What follows belongs to an exercise in optimizing a design on an open flow for small area, a short achievable clock period and few clock cycles per item; a production flow would make more cautious choices.

==> flow/design.v (excerpt) <==
module f32_mult (
  input logic clk, rst_n,
  input logic [31:0] a, b,
  input logic start,
  output logic done,
  output logic [31:0] p
);
function automatic logic [4:0] lzc24(input logic [23:0] x);
  lzc24 = 5'd23;
  for (int i = 0; i < 24; i++)
    if (x[i]) lzc24 = 5'(23 - i);
endfunction
function automatic logic [4:0] tzc24(input logic [23:0] x);
  tzc24 = 5'd23;
  for (int i = 23; i >= 0; i--)
    if (x[i]) tzc24 = 5'(i);
endfunction
logic s_r;
logic a_ez, b_ez, a_fz, b_fz, a_emax, b_emax;
logic a_nan, b_nan, a_inf, b_inf, a_zero, b_zero, a_den, b_den;
assign s_r    = a[31] ^ b[31];
assign a_ez   = (a[30:23] == 8'h00);
assign b_ez   = (b[30:23] == 8'h00);
assign a_fz   = (a[22:0] == 23'h0);
assign b_fz   = (b[22:0] == 23'h0);
assign a_emax = (a[30:23] == 8'hFF);
assign b_emax = (b[30:23] == 8'hFF);
assign a_nan  = a_emax & ~a_fz;
assign b_nan  = b_emax & ~b_fz;
assign a_inf  = a_emax & a_fz;
assign b_inf  = b_emax & b_fz;
assign a_zero = a_ez & a_fz;
assign b_zero = b_ez & b_fz;
assign a_den  = a_ez & ~a_fz;
assign b_den  = b_ez & ~b_fz;
logic [23:0] m_a, m_b;
logic [8:0] x_sum;
assign m_a = {~a_ez, a[22:0]};
assign m_b = {~b_ez, b[22:0]};
assign x_sum = {1'b0, a[30:24], a[23] | a_ez} + {1'b0, b[30:24], b[23] | b_ez};
logic [47:0] prod;
f32_mult_mul24 u_mul (.x(m_a), .y(m_b), .prod(prod));
logic [5:0] lz, tz;             
logic nr;                       
logic [9:0] c_sh;               
logic [5:0] sh;                 
logic [8:0] e_base;
assign lz = {1'b0, lzc24(a_ez ? m_a : m_b)};
assign tz = {1'b0, tzc24(m_a)} + {1'b0, tzc24(m_b)};
assign c_sh = 10'd151 - {1'b0, x_sum};
assign nr = {1'b0, x_sum} >= 10'd128 + {4'b0, lz};
assign e_base = x_sum - 9'd128 - {3'b0, lz};
always_comb begin
  if (nr)
    sh = 6'd23 - lz;
  else if (c_sh[9:6] != 4'd0)
    sh = 6'd63;
  else
    sh = c_sh[5:0];
end
logic [25:0] win;
logic top;
logic [23:0] mant;
logic guard, sticky, round_up;
logic [8:0] e1, e2;
logic [8:0] e_pre;
logic ovf;
logic [30:0] rounded;
logic [22:0] ones;
logic [8:0] e_pre1;
logic [3:0] d0, d1, d2;
logic [95:0] v0;
logic [40:0] v1;
logic [28:0] v2;
  ...
Size in the first run: roughly 3100 cells after synthesis, roughly 33 flip-flops, ~22000 sq um of cells after synthesis.
==> flow/config.mk <==
export PLATFORM = sky130hd
export DESIGN_NAME = f32_mult
export DESIGN_NICKNAME = f32_mult
export VERILOG_FILES = /design/flow/design.v
export SDC_FILE = /design/flow/constraint.sdc
export NUM_CORES = 4
export LEC_CHECK = 0
export ABC_AREA = 1
export CAP_MARGIN = 20
export CORE_MARGIN = 2
export CORE_UTILIZATION = 40
export PLACE_DENSITY = 0.75
export SETUP_SLACK_MARGIN = 1.5
export SLEW_MARGIN = 20
export SYNTH_HIERARCHICAL = 1
export SYNTH_MINIMUM_KEEP_SIZE = 0
==> flow/constraint.sdc <==
create_clock -name core_clock -period 12.0 [get_ports {clk}]
set_input_delay 2.4000 -clock core_clock [delete_from_list [all_inputs] [get_ports {clk}]]
set_output_delay 2.4000 -clock core_clock [all_outputs]
set_load 0.01 [all_outputs]
standard.sh (not shown) runs the stock make flow with config.mk's settings and CLKGATE_MAP_FILE= SYNTH_SCRIPT=/design/flow/synth_recipe.tcl, a recipe that flattens the netlist after the stock synthesis.
==> flow/flow/run.sh <==
#!/bin/bash
# The standard layout, with the input/output port buffers made from plain
# buf cells (buffer_ports otherwise picks a slow delay cell for them).
set -euo pipefail
bash standard.sh "BUFFER_PORTS_ARGS=-buffer_cell sky130_fd_sc_hd__buf_4" finish > standard_flow.log 2>&1
Next try:
--- a/flow/config.mk
+++ b/flow/config.mk
@@ -13 +13 @@
-export SETUP_SLACK_MARGIN = 1.5
+export SETUP_SLACK_MARGIN = 1.2
Outcome: Design area shrinks by 1.2%; routed wire length decreases by 0.91%; final cell count decreases by 0.54%; via count fell by 0.56%; worst hold slack hardly moves; sequential share of layout area hardly moves; utilization came out lower by 0.52 points; setup slack gets worse by 0.22 ns; flip-flop and latch count stays the same.
Function was not checked in any run of this note: the RTL went through the layout flow alone.

-- port drivers added, routing unchanged --
Ports are ideal in the flow. The routed layouts listed here were re-timed in OpenROAD. Step 1 assumes that a clkbuf_16 drives the clock port and a buf_2 every other input. Step 2 moves the port delays by t, midway between the first and last clock arrival at a register: inputs arrive t later, outputs are due t later. That takes back most of the time a late clock gives input paths. Slacks: ideal / step 1 / step 2; pairs: ideal / step 1.
run	shift t [ns]	slack for setup (ns)	latest minus earliest clock arrival (ns)	slew at the worst register clock pin (ns)	cell pins on the clock port's net
the first run	0.328	1.784 / 1.800 / 1.472	0.008 / 0.008	0.06 / 0.06	1
the second run	0.328	1.561 / 1.575 / 1.248	0.010 / 0.009	0.06 / 0.06	1
After both steps every run listed still meets setup and hold. For the second run, which loses most, drivers alone change the setup slack by +0.014 ns; drivers and shift together by -0.313 ns.
